This design comes from an exercise in tuning for small area and a short achievable clock period on the open sky130 flow, not from production work.
No functional check of the RTL was part of any run shown here.
Power figures rest on the tool's default switching activity, not on a simulated workload.

## flow/design.v

```verilog
module Col0_Route (
    input  [23:0] p,
    output [2:0]  s0       
);
    wire [1:0] d [0:7];
    genvar k;
    generate for (k = 0; k < 8; k = k + 1) begin : g_d
        assign d[k] = p[3*k+1 +: 2];
    end endgenerate
    wire bs01 = (d[0] == d[3]) | (d[1] == d[2]);
    wire bd01 = (d[0] == d[2]) | (d[1] == d[3]);
    wire bs02 = (d[0] == d[5]) | (d[1] == d[4]);
    wire bd02 = (d[0] == d[4]) | (d[1] == d[5]);
    wire bs03 = (d[0] == d[7]) | (d[1] == d[6]);
    wire bd03 = (d[0] == d[6]) | (d[1] == d[7]);
    wire bs12 = (d[2] == d[5]) | (d[3] == d[4]);
    wire bd12 = (d[2] == d[4]) | (d[3] == d[5]);
    wire bs13 = (d[2] == d[7]) | (d[3] == d[6]);
    wire bd13 = (d[2] == d[6]) | (d[3] == d[7]);
    wire bs23 = (d[4] == d[7]) | (d[5] == d[6]);
    wire bd23 = (d[4] == d[6]) | (d[5] == d[7]);
    wire f0_1 = bd01 | (bs02 & bd12) | (bd02 & bs12) | (bs03 & bd13) | (bd03 & bs13);
    wire f1_2 = bs02 | (bs01 & bs12) | (bd01 & bd12) | (bs03 & bs23) | (bd03 & bd23);
    wire f0_2 = bd02 | (bs01 & bd12) | (bd01 & bs12) | (bs03 & bd23) | (bd03 & bs23);
    wire f1_3 = bs03 | (bs01 & bs13) | (bd01 & bd13) | (bs02 & bs23) | (bd02 & bd23);
    wire f0_3 = bd03 | (bs01 & bd13) | (bd01 & bs13) | (bs02 & bd23) | (bd02 & bs23);
    wire s1 = ~f0_1;
    wire s2 = f1_2 | ~(f0_2 | bd12);
    wire s3 = f1_3 | ~(f0_3 | bd13 | (bd23 & ~bs13));
    assign s0 = {s3, s2, s1};
endmodule
module Sub_Route (
    input [1:0] g0,
    input       g1h,
    input [1:0] g2,
    input       g3l,
    output [4:0] s     
);
    wire c11 = g2[1] ^ g0[1];
    wire a   = ~g0[0];
    wire b   = c11 ? ~g2[0] : ~g3l;
    assign s[0] = c11;
    assign s[1] = ~g0[1];
    assign s[2] = ~g1h;
    assign s[3] = g0[1] ? b : a;
    assign s[4] = g0[1] ? a : b;
endmodule
module Rest_Route (
    input  [23:0] p,
    input  [2:0]  s0,
    output [16:0] q     
);
    wire [3:0] s0x = {s0, 1'b1};
    wire [7:0] su;      
    wire [3:0] lu;      
    wire [5:0] sl;      
    genvar r;
    generate for (r = 0; r < 4; r = r + 1) begin : g_u
        assign su[2*r +: 2] = s0x[r] ? p[6*r+1 +: 2] : p[6*r+4 +: 2];
        assign lu[r]        = s0x[r] ? p[6*r]        : p[6*r+3];
    end endgenerate
    assign sl[1:0] = p[5:4];                         
    assign sl[2]   = s0x[1] ? p[11]    : p[8];       
    assign sl[4:3] = s0x[2] ? p[17:16] : p[14:13];   
    assign sl[5]   = s0x[3] ? p[22]    : p[19];      
    wire [3:0] t;
    genvar j;
    generate for (j = 0; j < 4; j = j + 1) begin : g_t
        assign t[j] = (su[1:0] == j & ~lu[0]) | (su[3:2] == j & ~lu[1]) |
                      (su[5:4] == j & ~lu[2]) | (su[7:6] == j & ~lu[3]);
    end endgenerate
    wire [4:0] bu, bl;
    Sub_Route u(.g0(su[1:0]), .g1h(su[3]), .g2(su[5:4]), .g3l(su[6]), .s(bu));
    Sub_Route l(.g0(sl[1:0]), .g1h(sl[2]), .g2(sl[4:3]), .g3l(sl[5]), .s(bl));
    assign q = {t, s0, bl, bu};
endmodule
module Benes_8p (input wire [2:0] mp0, mp1, mp2, mp3, mp4, mp5, mp6, mp7,
    input clk,
    output wire [19:0] state
);
    reg [23:0] p1;
    always @(posedge clk) p1 <= {mp7, mp6, mp5, mp4, mp3, mp2, mp1, mp0};
    wire [2:0] s0_w;
    Col0_Route c0(.p(p1), .s0(s0_w));
    reg [23:0] p2;
    reg [2:0]  s0_2;
    always @(posedge clk) begin
        p2   <= p1;
        s0_2 <= s0_w;
    end
    wire [16:0] q_w;
    Rest_Route rr(.p(p2), .s0(s0_2), .q(q_w));
    reg [16:0] q3, q4, q5, q6, q7;
    always @(posedge clk) begin
        q3 <= q_w;
        q4 <= q3;
        q5 <= q4;
        q6 <= q5;
        q7 <= q6;
    end
    assign state[0]  = 1'b1;
    assign state[1]  = 1'b1;
    assign state[2]  = q7[1];
    assign state[3]  = q7[3];
    assign state[4]  = q7[13];
    assign state[5]  = q7[10];
    assign state[6]  = q7[0];
    assign state[7]  = q7[2];
    assign state[8]  = q7[4];
    assign state[9]  = q7[14];
    assign state[10] = q7[11];
    assign state[11] = 1'b1;
    assign state[12] = q7[6];
    assign state[13] = q7[8];
    assign state[14] = q7[15];
    assign state[15] = q7[12];
    assign state[16] = q7[5];
    assign state[17] = q7[7];
    assign state[18] = q7[9];
    assign state[19] = q7[16];
endmodule
```

## flow/run.sh

```bash
#!/bin/bash
# synth_recipe.tcl (not shown) runs the flow's synth.tcl, then flattens the netlist and writes it again
# the make line also repeats each setting of config.mk as NAME=value (left out here)
make -C /OpenROAD-flow-scripts/flow DESIGN_CONFIG=/design/flow/config.mk WORK_HOME=/design/flow/orfs CLKGATE_MAP_FILE= SYNTH_SCRIPT=/design/flow/synth_recipe.tcl finish
```

## flow/config.mk

```make
export PLATFORM = sky130hd
export DESIGN_NAME = Benes_8p
export DESIGN_NICKNAME = Benes_8p
export VERILOG_FILES = /design/flow/design.v
export SDC_FILE = /design/flow/constraint.sdc
export NUM_CORES = 4
export LEC_CHECK = 0
export CAP_MARGIN = 20
export CORE_MARGIN = 2
export CORE_UTILIZATION = 40
export SETUP_SLACK_MARGIN = 1.1
export SLEW_MARGIN = 20
```

## flow/constraint.sdc

```tcl
create_clock -name core_clock -period 2.5 [get_ports {clk}]
set_input_delay 0.5000 -clock core_clock [delete_from_list [all_inputs] [get_ports {clk}]]
set_output_delay 0.5000 -clock core_clock [all_outputs]
set_load 0.01 [all_outputs]
```

==> results of run 1 <==
[area by class of cell]
cell class	count	share of cell area
clock buffers	18	0.0819
clock inverters	14	0.0405
inverters	5	0.00359
multi-input cells	126	0.247
flip-flops and latches	134	0.527
well taps	129	0.0309
repair buffers	44	0.0685
[stage by stage]
step | hold WS [ns] | std cells | setup WS (ns) | instance area (µm²) | power (mW)
after CTS | 0.324 | 468 | 1.04 | 5050 | 5.76
after detailed placement | 0.312 | 434 | 0.796 | 4320 | 3.14
after global placement | 0.310 | 434 | 0.755 | 4320 | 3.13
after global routing | 0.330 | 470 | 0.945 | 5220 | 6.00
final | 0.321 | 470 | 1.03 | 5220 | 5.76
after floorplan | 0.310 | 287 | 1.10 | 3920 | 2.95
[flip-flops by register name (all words and copies together), names as in the netlist]
| register | cells |
|---|---|
| p1 | 23 |
| p2 | 23 |
| q3 | 17 |
| q4 | 17 |
| q5 | 17 |
| q6 | 17 |
| q7 | 17 |
| s0_2 | 3 |
[how the worst max path moves through the flow]
stage                     cells past startpoint  slack, ns   start      end
after floorplan                               6       1.10  p1[10]  s0_2[1]
after detailed placement                      5       0.80   p1[1]  s0_2[1]
after global placement                        5       0.76   p1[1]  s0_2[1]
after global routing                          5       0.94   p1[1]  s0_2[2]
after CTS                                     5       1.04   p1[4]  s0_2[1]
final                                         5       1.03   p1[4]  s0_2[2]
[placed cells by master, fill, tap and decap left out, drive strengths merged, types with 12 or more instances in the layout]
cell type / count
buf: 21
dfxtp: 134
clkdlybuf4s50: 23
xor2: 28
o22ai: 13
inv: 13
clkbuf: 18
mux2i: 12
xnor2: 22
[report_power, final]
part	internal [mW]	switching (mW)
clock network	1.68	0.934
logic	0.286	0.225
registers	2.47	0.160
[critical path, delay by kind of cell, from the launching register on]
family / cells / cell delay, ns
XOR/XNOR: 1 / 0.22
flip-flops: 1 / 0.44
AO/OA/AOI/OAI: 4 / 0.66
[repair_timing]
item / in CTS / in global routing
resized for setup: 118 / 27
cloned: 0 / 0
endpoints found under the setup margin: 26 / 25
endpoints found under the hold margin: 0 / 0
hold buffers: 0 / 0
buffers inserted: 2 / 2
pin swaps: 7 / 7
[metal layers]
metal | GRT usage | vias up | part of all wire
met5 | 0 | - | 0
met4 | 0.0513 | 0 | 0.0043
met3 | 0.0595 | 2 | 0.044
met2 | 0.198 | 48 | 0.50
met1 | 0.150 | 954 | 0.45
li1 | - | 1029 | -
[cell families after synthesis]
logic type                count (synthesis)  synth area share
DFF                                     134             0.692
buffers and inverters                    27            0.0462
and+or+nand+nor                          18            0.0207
xor gates and xnor gates                 50             0.113
muxes                                    15            0.0397
other                                     1          0.000968
AOI/OAI and AO/OA                        40            0.0872
==> results.json, run 1 <==
{
  "insertion_delay_ns": 0.50,
  "async_flop_share": 0,
  "port-buffer-count": 40,
  "wl_per_cell_um": 12.8,
  "clk_pin_slew_worst_paths_ns": 0.06,
  "ys.flop_type": "dfxtp_1",
  "rsz0062_at_grt": "yes",
  "r2r_slack_ns": 1.03,
  "pwr_density_cell_nw_per_um2": 1100,
  "hold_viol": 0,
  "fmax_ghz": 0.680,
  "drtIter0Drc": 23,
  "syn_inst": 285,
  "r2r_end": "s0_2[2]",
  "path_cells": "xor2_1 -> o22a_1 -> o22ai_1 -> a221oi_2 -> o211ai_1",
  "grt_overflow": 0,
  "syn_area_um2": 3870,
  "required_ns": 2.86,
  "cts_buffers": 17,
  "cp_max_fo": 7,
  "die_w_um": 102,
  "initial_core_util": 0.415,
  "setup_viol": 0,
  "ys_warn_count": 2,
  "fin_tns_setup_ns": 0,
  "cts_tree": "built",
  "via_per_inst": 4.33,
  "gp_congestion": 0.768,
  "end_kind": "register",
  "placementRows": 35,
  "yosysTopAreaCell": "dfxtp_1",
  "min_from": "q6[2]",
  "critPathArrivalTime_ns": 1.83,
  "vias": 2033,
  "netlist-cell-type-count": 36,
  "hold_class": "register to register",
  "multi_input_comb_area_um2": 1290,
  "drt_wl_total_mm": 6.03,
  "slew_violations": 0,
  "area_growth_pct": 34.8,
  "die_h_um": 102,
  "p_leak_nw": 2.15,
  "status": "no timing/DRC/antenna violations",
  "synth_seq_cells": 134,
  "critPathKind": "register to register",
  "yosysMostFrequentCell": "dfxtp_1",
  "grt.total_usage": 0.126,
  "worst_ir_drop_vdd_uv": 424,
  "cts_sinks": 134,
  "ys_seq_area_frac": 0.692,
  "critPathMaxStageDelay_ns": 0.44,
  "insertedDiodeCount": 0,
  "synth-edff-count": 0,
  "clk_path_buf_depth": 2,
  "drcViolationCount": 0,
  "period_share": 0.588,
  "antenna_left": 0,
  "synthTopCellsByArea": "dfxtp_1 (69%), xor2_1 (6.3%), xnor2_1 (5.0%)",
  "antenna_found_initial": 0,
  "r2r_start": "p1[4]",
  "fillCellCount": 752,
  "die_area_um2": 10500,
  "reg2reg_depth": 5,
  "final_core_util": 0.560,
  "grt_max_degree": 17,
  "drtPass1Iterations": 4,
  "whs_endpoint": "q7[2]",
  "critPathSlowestCell": "dfxtp_4",
  "netlist_top_cells_count": "dfxtp_1 (134), xor2_1 (28), xnor2_1 (22), mux2i_1 (12), o22ai_1 (12)",
  "dp_hpwl_mm": 3.76,
  "final_layout_size_suffix_gt1_frac": 0.349,
  "fin_nets": 353,
  "ios": 45,
  "yosysTopAreaCellShare": 0.692,
  "critPathLaunchType": "register",
  "grt_pass1_wl_mm": 9.63,
  "worstHoldPathCells": 0,
  "min_period_ns": 1.47,
  "seqCellArea_um2": 2750,
  "syn_avg_cell_area_um2": 13.6,
  "grt_pass1_vias": 1989,
  "cts.root.buffer_cell": "clkbuf_8",
  "skew_ns": 0.00962,
  "h-tree-depth": 4,
  "cap_violations": 0,
  "core_area_um2": 9330
}
==> run 2, diff against run 1 <==
--- a/flow/design.v
+++ b/flow/design.v
@@ -78,21 +78,21 @@
     input clk,
     output wire [19:0] state
 );
+    wire [23:0] p0 = {mp7, mp6, mp5, mp4, mp3, mp2, mp1, mp0};
+    wire [2:0] s0_w;
+    Col0_Route c0(.p(p0), .s0(s0_w));
     reg [23:0] p1;
-    always @(posedge clk) p1 <= {mp7, mp6, mp5, mp4, mp3, mp2, mp1, mp0};
-    wire [2:0] s0_w;
-    Col0_Route c0(.p(p1), .s0(s0_w));
-    reg [23:0] p2;
-    reg [2:0]  s0_2;
+    reg [2:0]  s0_1;
     always @(posedge clk) begin
-        p2   <= p1;
-        s0_2 <= s0_w;
+        p1   <= p0;
+        s0_1 <= s0_w;
     end
     wire [16:0] q_w;
-    Rest_Route rr(.p(p2), .s0(s0_2), .q(q_w));
-    reg [16:0] q3, q4, q5, q6, q7;
+    Rest_Route rr(.p(p1), .s0(s0_1), .q(q_w));
+    reg [16:0] q2, q3, q4, q5, q6, q7;
     always @(posedge clk) begin
-        q3 <= q_w;
+        q2 <= q_w;
+        q3 <= q2;
         q4 <= q3;
         q5 <= q4;
         q6 <= q5;
==> run 2 against run 1 <==
Effect of this change: clock skew fell by 0.0065 ns; routed wire length fell by 1.7%; flip-flop and latch count fell by 6; via count rose by 3.6%; area after synthesis fell by 3.1%; maximum frequency rose by 3.3%.
==> results.json, run 2 <==
{
  "cap_violations": 0,
  "insertedDiodeCount": 0,
  "clk_path_buf_depth": 2,
  "yosysMostFrequentCell": "dfxtp_1",
  "placementRows": 35,
  "dp_cells": 418,
  "worstHoldPathCells": 1,
  "p_leak_nw": 2.17,
  "ys.flop_type": "dfxtp_1",
  "min_from": "mp3[2]",
  "async_flop_share": 0,
  "critPathLaunchType": "register",
  "syn_area_um2": 3750,
  "critPathKind": "register to output pin",
  "cp_max_fo": 1,
  "final_layout_size_suffix_gt1_frac": 0.365,
  "critPathSlowestCell": "dfxtp_2",
  "largest_reg_flops": 23,
  "status": "no timing/DRC/antenna violations",
  "min_period_ns": 1.42,
  "dr_wl_met2_mm": 2.99,
  "pre_cts_slack_ns": 0.0891,
  "critPathTopFamily": "flip-flops",
  "grt.total_usage": 0.128,
  "fin_nets": 365,
  "critPathArrivalTime_ns": 0.92,
  "drtIter0Drc": 128,
  "synth-edff-count": 0,
  "grt_pass1_wl_mm": 9.52,
  "fin_tns_setup_ns": 0,
  "end_kind": "output pin",
  "grt_max_degree": 17,
  "grt_pass1_vias": 2009,
  "stdcell_count": 464,
  "cts_buffers": 17,
  "die_area_um2": 10200,
  "fmax_ghz": 0.703,
  "regMostFlops": "p1",
  "netlist_top_cells_count": "dfxtp_1 (128), xor2_1 (28), xnor2_1 (22), mux2i_1 (12), o22ai_1 (12)",
  "rsz0062_at_grt": "yes",
  "whs_endpoint": "p1[11]",
  "r2r_slack_ns": 1.16,
  "met3WireLength_um": 326,
  "vias": 2106,
  "cts_tree": "built",
  "power.total_mw": 5.34,
  "area_growth_pct": 34.4,
  "r2r_end": "q2[16]",
  "cts_sinks": 128,
  "netlist-cell-type-count": 36,
  "layout_commonest_cell": "dfxtp_1",
  "yosysTopAreaCell": "dfxtp_1",
  "ys_seq_area_frac": 0.682,
  "dp_hpwl_mm": 3.85,
  "drcViolationCount": 0,
  "gp_congestion": 0.812,
  "m1WireLength_mm": 2.40,
  "syn_avg_cell_area_um2": 13.5,
  "clk_pin_slew_worst_paths_ns": 0.06,
  "path_cells": "buf_6",
  "hold_class": "input port to register",
  "syn_inst": 279,
  "skew_ns": 0.00316,
  "ios": 45,
  "core_area_um2": 9150,
  "drtPass1Iterations": 4,
  "port-buffer-count": 40,
  "antenna_found_initial": 0,
  "top_layer": "met4",
  "synthTopCellsByArea": "dfxtp_1 (68%), xor2_1 (6.5%), xnor2_1 (5.1%)",
  "pwr_density_cell_nw_per_um2": 1060,
  "via_per_inst": 4.54,
  "yosysTopAreaCellShare": 0.682,
  "holdBufCountCts": 0,
  "slew_violations": 0,
  "die_w_um": 101,
  "antenna_left": 0,
  "setup_slack_ns": 1.08,
  "setup_viol": 0,
  "cts.root.buffer_cell": "clkbuf_8",
  "mostFrequentLayoutCells": "dfxtp_1 (123), xor2_1 (27), buf_2 (21), xnor2_2 (18), clkbuf_16 (16)",
  "worst_ir_drop_vdd_uv": 365,
  "crit_buf_inv": 1,
  "grt_overflow": 0,
  "drt_wl_total_mm": 5.92,
  "h-tree-depth": 4,
  "period_share": 0.569,
  "required_ns": 2.00,
  "synth_seq_cells": 128,
  "r2r_start": "s0_1[0]",
  "critPathMaxStageDelay_ns": 0.31,
  "hold_viol": 0,
  "reg2reg_depth": 4,
  "die_h_um": 101,
  "ys_warn_count": 2,
  "wl_per_cell_um": 12.8,
  "initial_core_util": 0.410,
  "insertion_delay_ns": 0.50
}
## run 2: final cells by class
| class | instances | area (µm²) |
|---|---|---|
| flip-flops and latches | 128 | 2570 |
| clock inverters | 14 | 133 |
| repair buffers | 62 | 487 |
| well taps | 111 | 139 |
| clock buffers | 18 | 428 |
| multi-input cells | 126 | 1270 |
| inverters | 5 | 18.8 |
| fillers | 736 | 4110 |
## run 2: timing repair
action / 4_1_cts / 5_1_grt
buffers inserted: 9 / 5
gates resized for setup: 130 / 29
gates cloned: 0 / 0
endpoints found under the setup margin: 26 / 24
pin swaps: 16 / 9
## run 2: logic make-up after synthesis
kind of cell    count (synthesis)  share of synthesized area
mux                            15                     0.0410
xor+xnor                       50                      0.117
other cells                     1                   0.000999
buf+inv                        27                     0.0477
flops                         128                      0.682
compound gates                 40                     0.0900
simple gates                   18                     0.0213
## run 2: power breakdown
part / internal, mW / switching, mW
clock network: 1.35 / 0.868
registers: 2.42 / 0.107
logic: 0.305 / 0.283
## run 2: worst max-delay path by stage
stage / from / endpoint / slack [ns] / cells after the start
finish: q7[12] / state[15] / 1.08 / 1
global route: q7[10] / state[5] / 1.02 / 1
CTS: q7[12] / state[15] / 1.04 / 1
detailed placement: mp4[2] / s0_1[0] / 0.09 / 5
global placement: mp5[2] / s0_1[1] / 0.14 / 6
floorplan: mp1[1] / s0_1[1] / 0.94 / 5
## run 2: routing by layer
metal	up-vias	global-route usage
met4	0	0.0759
met2	78	0.214
met1	956	0.131
met5	-	0
met3	18	0.0562
li1	1054	-
## run 2: stage by stage
stage | hold slack (ns) | instance area (µm²) | utilization
CTS | 0.240 | 4990 | 0.545
global route | 0.228 | 5050 | 0.551
detailed placement | 0.312 | 4330 | 0.473
floorplan | 0.310 | 3940 | -
finish | 0.248 | 5050 | 0.551
global placement | 0.310 | 4330 | 0.473
==> run 3, diff against run 2 <==
--- a/flow/config.mk
+++ b/flow/config.mk
@@ -8,5 +8,6 @@
 export CAP_MARGIN = 20
 export CORE_MARGIN = 2
 export CORE_UTILIZATION = 40
-export SETUP_SLACK_MARGIN = 1.1
+export CTS_BUF_LIST = sky130_fd_sc_hd__clkbuf_16
+export SETUP_SLACK_MARGIN = 1.2
 export SLEW_MARGIN = 20
==> run 3 against run 2 <==
Effect of this change: critical path type is now input port to register; clock skew grew 0.0036 ns; routed wire length grew 3.4%; utilization grew 2.4 points; clock power grew 2%; combinational power grew 13%.
==> results.json, run 3 <==
{
  "status": "no timing/DRC/antenna violations",
  "fin_nets": 367,
  "min_period_ns": 1.40,
  "ys.flop_type": "dfxtp_1",
  "final_layout_size_suffix_gt1_frac": 0.411,
  "yosys.area_share.adder": 0,
  "core_area_um2": 9150,
  "dp_hpwl_mm": 3.93,
  "pwr_density_cell_nw_per_um2": 1040,
  "wl_per_cell_um": 13.1,
  "cts_sinks": 128,
  "critPathArrivalTime_ns": 1.68,
  "min_from": "mp7[2]",
  "cts_tree": "built",
  "netlist-cell-type-count": 36,
  "reg2reg_depth": 5,
  "syn_area_um2": 3750,
  "gp_congestion": 0.849,
  "worst_ir_drop_vdd_uv": 387,
  "insertedDiodeCount": 0,
  "r2r_slack_ns": 1.20,
  "period_share": 0.560,
  "setup_viol": 0,
  "r2r_start": "s0_1[1]",
  "die_w_um": 101,
  "dp_cells": 419,
  "layout_commonest_cell": "dfxtp_1",
  "antenna_left": 0,
  "synth_seq_cells": 128,
  "synth_xor_area_frac": 0.117,
  "rsz0062_at_grt": "yes",
  "synth-edff-count": 0,
  "ys_warn_count": 2,
  "via_per_inst": 4.47,
  "synthMuxAreaShare": 0.0410,
  "grt_max_degree": 17,
  "h-tree-depth": 4,
  "port-buffer-count": 40,
  "die_h_um": 101,
  "cp_max_fo": 7,
  "slew_violations": 0,
  "synth-compound-area-share": 0.0900,
  "grt_overflow": 0,
  "syn_inst": 279,
  "critPathKind": "input port to register",
  "netlist_top_cells_count": "dfxtp_1 (128), xor2_1 (28), xnor2_1 (22), mux2i_1 (12), o22ai_1 (12)",
  "seqCellArea_um2": 2570,
  "drt_wl_total_mm": 6.12,
  "holdBufCountCts": 0,
  "vias": 2085,
  "drtPass1Iterations": 5,
  "initial_core_util": 0.410,
  "stdcell_count": 466,
  "required_ns": 2.78,
  "mostFrequentLayoutCells": "dfxtp_1 (122), xor2_1 (19), buf_2 (18), clkbuf_16 (17), xnor2_2 (15)",
  "placementRows": 35,
  "regMostFlops": "p1",
  "grt_pass1_wl_mm": 9.56,
  "area_growth_pct": 40.3,
  "multi_input_comb_area_um2": 1370,
  "fin_tns_setup_ns": 0,
  "p_leak_nw": 2.24,
  "clk_path_buf_depth": 2,
  "cts_buffers": 17,
  "insertion_delay_ns": 0.40,
  "r2r_end": "q2[3]",
  "hold_viol": 0,
  "worstHoldPathCells": 1,
  "yosysTopAreaCellShare": 0.682,
  "antenna_found_initial": 0,
  "grt_pass1_vias": 2029,
  "hold_class": "input port to register",
  "yosysMostFrequentCell": "dfxtp_1",
  "synthTopCellsByArea": "dfxtp_1 (68%), xor2_1 (6.5%), xnor2_1 (5.1%)",
  "synth_simple_gate_area_frac": 0.0213,
  "grt.total_usage": 0.130,
  "critPathLaunch": "mp1[2]",
  "skew_ns": 0.00675,
  "cts.root.buffer_cell": "clkbuf_16",
  "fillCellCount": 748,
  "fmax_ghz": 0.714,
  "ios": 45,
  "critPathLaunchType": "input port",
  "drcViolationCount": 0,
  "ys_seq_area_frac": 0.682,
  "synth_top_family_by_area": "XOR/XNOR gates",
  "drtIter0Drc": 75,
  "whs_endpoint": "p1[23]",
  "clk_pin_slew_worst_paths_ns": 0.06,
  "yosysTopAreaCell": "dfxtp_1",
  "largest_reg_flops": 23,
  "async_flop_share": 0,
  "cap_violations": 0,
  "end_kind": "register",
  "die_area_um2": 10200,
  "syn_avg_cell_area_um2": 13.5
}
==> run 3: worst max-delay path: stages <==
cell and delay, ns:
buf_6 0.10, buf_12 0.14, buf_8 0.13, xnor2_4 0.14, a22oi_4 0.22, o21ai_2 0.10
a2111o_1 0.35
==> run 3: logic make-up (layout without fill, tap and decap cells) <==
kind of cell	Yosys count	after routing
multiplexers	15	15
AO/OA/AOI/OAI	40	40
flip-flops	128	128
buffers and inverters	27	101
XOR/XNOR	50	50
AND/OR/NAND/NOR	18	18
other	1	3
==> run 3: timing repair <==
item,4_1_cts,5_1_grt
resized for setup,172,38
setup buffers,10,5
pin swaps,19,14
hold endpoints to repair,0,0
setup endpoints to repair,26,27
==> run 3: per-stage QoR <==
stage / power [mW] / hold WS, ns / area [µm²] / utilization / worst slack, ns
2_1_floorplan: 2.93 / 0.310 / 3950 / - / 0.938
3_3_place_gp: 3.12 / 0.309 / 4360 / 0.476 / 0.164
3_5_place_dp: 3.14 / 0.312 / 4360 / 0.476 / 0.160
4_1_cts: 5.44 / 0.206 / 5040 / 0.551 / 1.12
5_1_grt: 5.69 / 0.200 / 5270 / 0.575 / 1.08
6_report: 5.46 / 0.224 / 5270 / 0.575 / 1.10
==> run 3: worst max-delay path by stage <==
stage / slack [ns] / depth (start not counted) / end
after floorplan: 0.94 / 5 / s0_1[1]
after global placement: 0.16 / 5 / s0_1[0]
after detailed placement: 0.16 / 5 / s0_1[0]
after CTS: 1.12 / 7 / s0_1[2]
after global routing: 1.08 / 7 / s0_1[2]
final: 1.10 / 7 / s0_1[1]
==> run 3: final cells by class <==
| class | instances | share of cell area |
|---|---|---|
| Sequential cell | 128 | 0.489 |
| Multi-Input combinational cell | 126 | 0.259 |
| Timing Repair Buffer | 64 | 0.113 |
| Clock buffer | 17 | 0.0808 |
| Clock inverter | 15 | 0.0278 |
| Tap cell | 111 | 0.0264 |
| Inverter | 5 | 0.00356 |
==> run 3: power breakdown <==
part           total [mW]  leakage [nW]  internal (mW)  switching [mW]
Clock                2.26         0.276           1.32           0.944
Combinational       0.664         0.883          0.355           0.309
Sequential           2.53          1.08           2.42           0.110
==> run 3: metal layers <==
metal  vias to the layer above  track usage  wire (µm)
met5                         -            0          0
met4                         0       0.0632         81
met2                        54        0.223       3250
met1                       968        0.137       2500
li1                       1055            -          -
met3                         8       0.0562        287
==> run 4, diff against run 3 <==
--- a/flow/config.mk
+++ b/flow/config.mk
@@ -9,5 +9,5 @@
 export CORE_MARGIN = 2
 export CORE_UTILIZATION = 40
 export CTS_BUF_LIST = sky130_fd_sc_hd__clkbuf_16
-export SETUP_SLACK_MARGIN = 1.2
+export SETUP_SLACK_MARGIN = 1.3
 export SLEW_MARGIN = 20
==> run 4 against run 3 <==
Effect of this change: die area unchanged; final cell count down 0.86%; power up 3.6%; worst setup slack better by 0.012 ns; area after synthesis unchanged; first-iteration DRC count up 2.7%; sequential power about the same; global-route usage down 0.26 points; critical path type unchanged; largest power group unchanged; highest routed layer unchanged.
==> results.json, run 4 <==
{
  "grt_overflow": 0,
  "antenna_found_initial": 0,
  "worst_ir_drop_vdd_uv": 561,
  "ios": 45,
  "drt_wl_total_mm": 5.90,
  "synthTopCellsByArea": "dfxtp_1 (68%), xor2_1 (6.5%), xnor2_1 (5.1%)",
  "layout_commonest_cell": "dfxtp_1",
  "initial_core_util": 0.410,
  "pwr_density_cell_nw_per_um2": 1090,
  "fmax_ghz": 0.721,
  "largest_reg_flops": 23,
  "cts_tree": "built",
  "critPathArrivalTime_ns": 1.66,
  "fin_tns_setup_ns": 0,
  "rsz0062_at_grt": "yes",
  "power.total_mw": 5.66,
  "cp_max_fo": 7,
  "grt_pass1_wl_mm": 9.65,
  "synth-edff-count": 0,
  "grt_pass1_vias": 2031,
  "slew_violations": 0,
  "vias": 2091,
  "ys_seq_area_frac": 0.682,
  "insertedDiodeCount": 0,
  "setup_viol": 0,
  "stdcell_count": 462,
  "cap_violations": 0,
  "critPathKind": "input port to register",
  "holdBufCountCts": 0,
  "yosysMostFrequentCell": "dfxtp_1",
  "netlist-cell-type-count": 36,
  "ys_warn_count": 2,
  "antenna_left": 0,
  "end_kind": "register",
  "final_layout_size_suffix_gt1_frac": 0.390,
  "drcViolationCount": 0,
  "fillCellCount": 707,
  "clk_pin_slew_worst_paths_ns": 0.05,
  "yosysTopAreaCellShare": 0.682,
  "via_per_inst": 4.53,
  "wl_per_cell_um": 12.8,
  "mostFrequentLayoutCells": "dfxtp_1 (121), xor2_1 (22), buf_2 (19), clkbuf_16 (17), xnor2_2 (16)",
  "dp_hpwl_mm": 3.85,
  "insertion_delay_ns": 0.40,
  "hold_class": "register to register",
  "area_growth_pct": 38.5,
  "async_flop_share": 0,
  "gp_congestion": 0.864,
  "skew_ns": 0.00860,
  "synth_seq_cells": 128,
  "syn_avg_cell_area_um2": 13.5,
  "core_area_um2": 9150,
  "clk_path_buf_depth": 2,
  "status": "no timing/DRC/antenna violations",
  "drtIter0Drc": 77,
  "syn_area_um2": 3750,
  "yosysTopAreaCell": "dfxtp_1",
  "required_ns": 2.77,
  "cts_buffers": 17,
  "grt_max_degree": 17,
  "die_area_um2": 10200,
  "hold_viol": 0,
  "port-buffer-count": 40,
  "regMostFlops": "p1",
  "drtPass1Iterations": 4,
  "min_period_ns": 1.39,
  "cts.root.buffer_cell": "clkbuf_16",
  "die_h_um": 101,
  "die_w_um": 101,
  "syn_inst": 279,
  "placementRows": 35,
  "fin_nets": 363,
  "period_share": 0.555,
  "dp_cells": 421,
  "netlist_top_cells_count": "dfxtp_1 (128), xor2_1 (28), xnor2_1 (22), mux2i_1 (12), o22ai_1 (12)",
  "grt.total_usage": 0.128,
  "h-tree-depth": 4,
  "ys.flop_type": "dfxtp_1",
  "cts_sinks": 128,
  "critPathLaunchType": "input port",
  "p_leak_nw": 2.22
}
run 4: per-layer routing:
metal	GRT usage	part of all wire	up-vias
li1	-	-	1047
met1	0.144	0.43	972
met2	0.205	0.50	62
met3	0.0499	0.047	10
met4	0.0738	0.018	0
met5	0	0	-
run 4: worst max-delay path: stages:
cell,delay (ns)
buf_6,0.09
buf_8,0.14
buf_4,0.13
xor2_1,0.15
o22ai_2,0.23
a2111oi_2,0.10
a2111o_1,0.31
run 4: area by class of cell:
type | count | area (µm²) | share of cell area
clock buffer | 17 | 425 | 0.0818
clock inverter | 15 | 194 | 0.0373
inverter | 5 | 18.8 | 0.00361
multi-input combinational | 126 | 1320 | 0.254
sequential | 128 | 2580 | 0.495
tap | 111 | 139 | 0.0267
timing repair buffer | 60 | 529 | 0.102
run 4: cells by family (layout without fill, tap and decap cells):
logic type             after synthesis  in the layout  share of synthesized area
flip-flops                         128            128                      0.682
XOR/XNOR                            50             50                      0.117
AO/OA/AOI/OAI                       40             40                     0.0900
buffers and inverters               27             97                     0.0477
AND/OR/NAND/NOR                     18             18                     0.0213
multiplexers                        15             15                     0.0410
other                                1              3                   0.000999
run 4: final timing paths:
check / from / to / slack, ns / cells past startpoint
worst max-delay path: mp5[2] / s0_1[1] / 1.11 / 7
worst min-delay path: q3[12] / q4[12] / 0.32 / 0
worst max register to register: s0_1[0] / q2[16] / 1.13 / 4
worst min register to register: q3[12] / q4[12] / 0.32 / 0
run 4: what timing repair did:
action                                  4_1_cts  5_1_grt
gates resized for setup                     162       34
pin swaps                                    18       14
endpoints found under the setup margin       29       28
buffers inserted                              7        2
run 4: where the power goes:
group / internal, mW / switching, mW / total, mW / leakage (nW)
logic: 0.342 / 0.287 / 0.629 / 0.843
clock network: 1.66 / 0.824 / 2.48 / 0.296
registers: 2.43 / 0.120 / 2.55 / 1.08
run 4: per-stage QoR:
stage	setup WS, ns	hold WS (ns)	instance area (µm²)	utilization
floorplan	0.938	0.310	3990	-
global placement	0.121	0.310	4400	0.481
detailed placement	0.0613	0.312	4400	0.481
CTS	1.12	0.319	5020	0.549
global route	1.06	0.327	5200	0.568
finish	1.11	0.318	5200	0.568
==> run 5, diff against run 4 <==
--- a/flow/config.mk
+++ b/flow/config.mk
@@ -5,6 +5,7 @@
 export SDC_FILE = /design/flow/constraint.sdc
 export NUM_CORES = 4
 export LEC_CHECK = 0
+export ABC_CLOCK_PERIOD_IN_PS = 1200
 export CAP_MARGIN = 20
 export CORE_MARGIN = 2
 export CORE_UTILIZATION = 40
==> run 5 against run 4 <==
Effect of this change: still clean; worst hold slack unchanged; sequential power about the same; routed wire length unchanged; global-route usage unchanged; clock power about the same; critical path depth unchanged; register-to-register slack about the same; combinational power about the same; final area unchanged; worst setup slack unchanged; via count unchanged; sequential share of layout area unchanged.
==> results.json, run 5 <==
{
  "clk_pin_slew_worst_paths_ns": 0.05,
  "placementRows": 35,
  "drtIter0Drc": 77,
  "final_core_util": 0.568,
  "p_switching_mw": 1.23,
  "initial_core_util": 0.410,
  "min_from": "q3[12]",
  "power.total_mw": 5.66,
  "die_h_um": 101,
  "area_growth_pct": 38.5,
  "fin_tns_setup_ns": 0,
  "wl_per_cell_um": 12.8,
  "critPathKind": "input port to register",
  "cts.root.buffer_cell": "clkbuf_16",
  "syn_inst": 279,
  "cts_buffers": 17,
  "grt_overflow": 0,
  "cts_sinks": 128,
  "grt.total_usage": 0.128,
  "slew_violations": 0,
  "ys_seq_area_frac": 0.682,
  "status": "no timing/DRC/antenna violations",
  "synthTopCellsByArea": "dfxtp_1 (68%), xor2_1 (6.5%), xnor2_1 (5.1%)",
  "yosysTopAreaCellShare": 0.682,
  "rsz0062_at_grt": "yes",
  "cts_tree": "built",
  "p_sw_frac": 0.218,
  "pre_cts_slack_ns": 0.0613,
  "yosysTopAreaCell": "dfxtp_1",
  "hold_class": "register to register",
  "dp_hpwl_mm": 3.85,
  "syn_avg_cell_area_um2": 13.5,
  "cap_violations": 0,
  "async_flop_share": 0,
  "worstHoldPathCells": 0,
  "p_seq_frac": 0.450,
  "period_share": 0.555,
  "comb_power_share": 0.111,
  "ios": 45,
  "final_layout_size_suffix_gt1_frac": 0.390,
  "whs_endpoint": "q4[12]",
  "clk_path_buf_depth": 2,
  "antenna_left": 0,
  "netlist-cell-type-count": 36,
  "drt_wl_total_mm": 5.90,
  "end_kind": "register",
  "critPathLaunch": "mp5[2]",
  "required_ns": 2.77,
  "regMostFlops": "p1",
  "ys_warn_count": 2,
  "vias": 2091,
  "pwr_density_cell_nw_per_um2": 1090,
  "critPathArrivalTime_ns": 1.66,
  "p_leak_nw": 2.22,
  "grt_pass1_vias": 2031,
  "via_per_inst": 4.53,
  "r2r_slack_ns": 1.13,
  "fmax_ghz": 0.721,
  "setup_viol": 0,
  "r2r_end": "q2[16]",
  "largest_reg_flops": 23,
  "synth-edff-count": 0,
  "fin_nets": 363,
  "internal_power_mw": 4.43,
  "min_period_ns": 1.39,
  "critPathLaunchType": "input port",
  "syn_area_um2": 3750,
  "core_area_um2": 9150,
  "drcViolationCount": 0,
  "drtPass1Iterations": 4,
  "p_clk_frac": 0.439,
  "mostFrequentLayoutCells": "dfxtp_1 (121), xor2_1 (22), buf_2 (19), clkbuf_16 (17), xnor2_2 (16)",
  "ys.flop_type": "dfxtp_1",
  "insertion_delay_ns": 0.40,
  "layout_commonest_cell": "dfxtp_1",
  "yosysMostFrequentCell": "dfxtp_1",
  "synth_seq_cells": 128,
  "worst_ir_drop_vdd_uv": 561,
  "antenna_found_initial": 0,
  "skew_ns": 0.00860,
  "port-buffer-count": 40,
  "cp_max_fo": 7,
  "netlist_top_cells_count": "dfxtp_1 (128), xor2_1 (28), xnor2_1 (22), mux2i_1 (12), o22ai_1 (12)",
  "grt_max_degree": 17,
  "r2r_start": "s0_1[0]",
  "stdcell_count": 462,
  "h-tree-depth": 4,
  "gp_congestion": 0.864,
  "holdBufCountCts": 0,
  "hold_viol": 0,
  "reg2reg_depth": 4,
  "fillCellCount": 707,
  "die_w_um": 101,
  "die_area_um2": 10200,
  "insertedDiodeCount": 0,
  "setup_slack_ns": 1.11,
  "grt_pass1_wl_mm": 9.65,
  "dp_cells": 421
}
[run 5: area by class of cell]
cell class | instances | area (µm²) | share of cell area
Tap cell | 111 | 139 | 0.0267
Timing Repair Buffer | 60 | 529 | 0.102
Sequential cell | 128 | 2580 | 0.495
Clock buffer | 17 | 425 | 0.0818
Clock inverter | 15 | 194 | 0.0373
Inverter | 5 | 18.8 | 0.00361
Multi-Input combinational cell | 126 | 1320 | 0.254
[run 5: cells by family after synthesis]
logic type | after synthesis | synth area share
DFF | 128 | 0.682
xor gates and xnor gates | 50 | 0.117
muxes | 15 | 0.0410
and+or+nand+nor | 18 | 0.0213
AOI/OAI and AO/OA | 40 | 0.0900
other | 1 | 0.000999
buffers and inverters | 27 | 0.0477
[run 5: power by group through the flow]
stage | logic [mW] | registers [mW] | clock network, mW
after global routing | 0.675 | 2.58 | 2.64
after floorplan | 0.396 | 2.56 | 0
after global placement | 0.568 | 2.56 | 0
final | 0.629 | 2.55 | 2.48
after detailed placement | 0.574 | 2.58 | 0
after CTS | 0.576 | 2.54 | 2.54
[run 5: layer usage]
| layer | track usage | vias up | share of wire |
|---|---|---|---|
| met5 | 0 | - | 0 |
| met2 | 0.205 | 62 | 0.50 |
| li1 | - | 1047 | - |
| met1 | 0.144 | 972 | 0.43 |
| met4 | 0.0738 | 0 | 0.018 |
| met3 | 0.0499 | 10 | 0.047 |
[run 5: per-stage QoR]
step / hold WS [ns] / instance area, µm²
CTS: 0.319 / 5020
finish: 0.318 / 5200
global route: 0.327 / 5200
global placement: 0.310 / 4400
detailed placement: 0.312 / 4400
floorplan: 0.310 / 3990
[run 5: timing repair]
| item | 4_1_cts | 5_1_grt |
|---|---|---|
| pin swaps | 18 | 14 |
| gates cloned | 0 | 0 |
| setup endpoints to repair | 29 | 28 |
| buffers inserted | 7 | 2 |
| resized for setup | 162 | 34 |
[run 5: worst max path at each step]
stage / end
3_5_place_dp: s0_1[1]
3_3_place_gp: s0_1[1]
6_report: s0_1[1]
4_1_cts: s0_1[2]
5_1_grt: s0_1[2]
2_1_floorplan: s0_1[1]
[run 5: worst max-delay path, stage by stage]
cell and delay [ns]:
buf_6 0.09, buf_8 0.14, buf_4 0.13, xor2_1 0.15, o22ai_2 0.23, a2111oi_2 0.10
a2111o_1 0.31
==> run 6, diff against run 5 <==
--- a/flow/config.mk
+++ b/flow/config.mk
@@ -5,7 +5,7 @@
 export SDC_FILE = /design/flow/constraint.sdc
 export NUM_CORES = 4
 export LEC_CHECK = 0
-export ABC_CLOCK_PERIOD_IN_PS = 1200
+export ABC_CLOCK_PERIOD_IN_PS = 600
 export CAP_MARGIN = 20
 export CORE_MARGIN = 2
 export CORE_UTILIZATION = 40
==> run 6 against run 5 <==
Effect of this change: still clean; register-to-register slack hardly changed; clock skew stayed put; routed wire length unchanged; power stayed put; non-clock buffer count stayed put; final cell count stayed put; first-iteration DRC count stayed put; flip-flop and latch count unchanged.
==> results.json, run 6 <==
{
  "period_share": 0.555,
  "worstHoldPathCells": 0,
  "initial_core_util": 0.410,
  "syn_area_um2": 3750,
  "grt_pass1_wl_mm": 9.65,
  "syn_avg_cell_area_um2": 13.5,
  "drtPass1Iterations": 4,
  "whs_endpoint": "q4[12]",
  "vias": 2091,
  "drtIter0Drc": 77,
  "area_growth_pct": 38.5,
  "cts_buffers": 17,
  "required_ns": 2.77,
  "synth-edff-count": 0,
  "drt_wl_total_mm": 5.90,
  "critPathLaunchType": "input port",
  "h-tree-depth": 4,
  "cap_violations": 0,
  "grt_max_degree": 17,
  "grt_overflow": 0,
  "r2r_end": "q2[16]",
  "layout_commonest_cell": "dfxtp_1",
  "largest_reg_flops": 23,
  "critPathKind": "input port to register",
  "mostFrequentLayoutCells": "dfxtp_1 (121), xor2_1 (22), buf_2 (19), clkbuf_16 (17), xnor2_2 (16)",
  "final_core_util": 0.568,
  "holdBufCountCts": 0,
  "setup_viol": 0,
  "grt_pass1_vias": 2031,
  "syn_inst": 279,
  "seqCellArea_um2": 2580,
  "clk_pin_slew_worst_paths_ns": 0.05,
  "min_period_ns": 1.39,
  "power.total_mw": 5.66,
  "skew_ns": 0.00860,
  "die_h_um": 101,
  "antenna_left": 0,
  "clk_path_buf_depth": 2,
  "path_cells": "buf_6 -> buf_8 -> buf_4 -> xor2_1 -> o22ai_2 -> a2111oi_2 -> a2111o_1",
  "insertion_delay_ns": 0.40,
  "status": "no timing/DRC/antenna violations",
  "min_from": "q3[12]",
  "async_flop_share": 0,
  "yosysTopAreaCellShare": 0.682,
  "hold_viol": 0,
  "ys_warn_count": 2,
  "ys_seq_area_frac": 0.682,
  "via_per_inst": 4.53,
  "r2r_start": "s0_1[0]",
  "slew_violations": 0,
  "synthTopCellsByArea": "dfxtp_1 (68%), xor2_1 (6.5%), xnor2_1 (5.1%)",
  "gp_congestion": 0.864,
  "hold_ws_ns": 0.318,
  "fin_tns_setup_ns": 0,
  "regMostFlops": "p1",
  "critPathMaxStageDelay_ns": 0.31,
  "yosysMostFrequentCell": "dfxtp_1",
  "core_area_um2": 9150,
  "netlist-cell-type-count": 36,
  "worst_ir_drop_vdd_uv": 561,
  "end_kind": "register",
  "grt.total_usage": 0.128,
  "cts.root.buffer_cell": "clkbuf_16",
  "dp_hpwl_mm": 3.85,
  "antenna_found_initial": 0,
  "cts_sinks": 128,
  "ios": 45,
  "multi_input_comb_area_um2": 1320,
  "fillCellCount": 707,
  "drcViolationCount": 0,
  "die_w_um": 101,
  "yosysTopAreaCell": "dfxtp_1",
  "critPathArrivalTime_ns": 1.66,
  "pwr_density_cell_nw_per_um2": 1090,
  "fmax_ghz": 0.721,
  "rsz0062_at_grt": "yes",
  "netlist_top_cells_count": "dfxtp_1 (128), xor2_1 (28), xnor2_1 (22), mux2i_1 (12), o22ai_1 (12)",
  "fin_nets": 363,
  "placementRows": 35,
  "insertedDiodeCount": 0,
  "reg2reg_depth": 4,
  "cts_tree": "built",
  "r2r_slack_ns": 1.13,
  "cp_max_fo": 7,
  "final_layout_size_suffix_gt1_frac": 0.390,
  "synth_seq_cells": 128,
  "wl_per_cell_um": 12.8,
  "p_leak_nw": 2.22,
  "critPathSlowestCell": "a2111o_1",
  "die_area_um2": 10200,
  "port-buffer-count": 40,
  "hold_class": "register to register",
  "ys.flop_type": "dfxtp_1"
}
## run 6: cell counts in the layout (fill, tap and decap cells not counted)
No cell type changed its count.
## run 6: logic make-up after synthesis
family                    after synthesis  synth area share
xor gates and xnor gates               50             0.117
buffers and inverters                  27            0.0477
DFF                                   128             0.682
and+or+nand+nor                        18            0.0213
muxes                                  15            0.0410
other                                   1          0.000999
AOI/OAI and AO/OA                      40            0.0900
## run 6: power by group
| group | internal, mW | leakage (nW) | total, mW | switching (mW) |
|---|---|---|---|---|
| Clock | 1.66 | 0.296 | 2.48 | 0.824 |
| Combinational | 0.342 | 0.843 | 0.629 | 0.287 |
| Sequential | 2.43 | 1.08 | 2.55 | 0.120 |
## run 6: worst max path at each step
stage | startpoint | end | slack (ns) | cells past startpoint
floorplan | mp1[1] | s0_1[1] | 0.94 | 5
global placement | mp5[1] | s0_1[1] | 0.12 | 5
detailed placement | mp5[1] | s0_1[1] | 0.06 | 5
CTS | mp7[1] | s0_1[2] | 1.12 | 7
global route | mp7[2] | s0_1[2] | 1.06 | 7
finish | mp5[2] | s0_1[1] | 1.11 | 7
## run 6: stage by stage
step                      area [µm²]  setup WS [ns]  instances
after floorplan                 3990          0.938        281
after global placement          4400          0.121        421
after detailed placement        4400         0.0613        421
after CTS                       5020           1.12        460
after global routing            5200           1.06        462
final                           5200           1.11        462
## run 6: per-layer routing
layer | wire [µm] | share of wire | track usage | up-vias
met5 | 0 | 0 | 0 | -
met4 | 106 | 0.018 | 0.0738 | 0
met1 | 2560 | 0.43 | 0.144 | 972
met2 | 2960 | 0.50 | 0.205 | 62
met3 | 275 | 0.047 | 0.0499 | 10
li1 | - | - | - | 1047
## run 6: final cells by class
type	count	share of cell area
clock buffer	17	0.0818
clock inverter	15	0.0373
inverter	5	0.00361
multi-input combinational	126	0.254
sequential	128	0.495
tap	111	0.0267
timing repair buffer	60	0.102
## run 6: worst max-delay path: cells and delay by family
family | cells | cell delay [ns]
compound gates | 3 | 0.64
buf+inv | 3 | 0.36
xor+xnor | 1 | 0.15
## run 6: repair_timing
action | 4_1_cts | 5_1_grt
cloned | 0 | 0
setup buffers | 7 | 2
endpoints found under the setup margin | 29 | 28
gates resized for setup | 162 | 34
pin swaps | 18 | 14

[what the ideal ports hide]
How much do the figures lean on ideal ports? The routed layouts below were timed once more, with nothing changed but the port constraints.
Step 1 assumes that a clkbuf_16 drives the clock port and a buf_2 every other input.
Step 2 adds t to the input delays and takes it off the output delays; t is the mean of the earliest and latest rising clock arrival at the registers after step 1. Input paths then give back, and output paths get back, about the clock's delay inside the block.
Slacks: no drivers / after step 1 / after step 2; pairs: no drivers / after step 1.
| run | t (ns) | slack for setup (ns) | hold slack, ns | clock arrival spread, ns | pins driven straight from the clock port |
|---|---|---|---|---|---|
| run 1 | 0.527 | 1.030 / 1.030 / 1.030 | 0.321 / 0.321 / 0.321 | 0.010 / 0.010 | 1 |
| run 2 | 0.526 | 1.077 / 1.048 / 0.612 | 0.248 / 0.238 / 0.321 | 0.004 / 0.005 | 1 |
| run 3 | 0.430 | 1.100 / 1.104 / 0.674 | 0.224 / 0.228 / 0.321 | 0.010 / 0.010 | 1 |
| run 4 | 0.426 | 1.112 / 1.115 / 0.689 | 0.318 / 0.318 / 0.318 | 0.010 / 0.010 | 1 |
| run 5 | 0.426 | 1.112 / 1.115 / 0.689 | 0.318 / 0.318 / 0.318 | 0.010 / 0.010 | 1 |
| run 6 | 0.426 | 1.112 / 1.115 / 0.689 | 0.318 / 0.318 / 0.318 | 0.010 / 0.010 | 1 |
After both steps setup and hold are still met in every run listed. For run 2, which loses most, drivers alone change the setup slack by -0.029 ns; drivers and shift together by -0.465 ns.
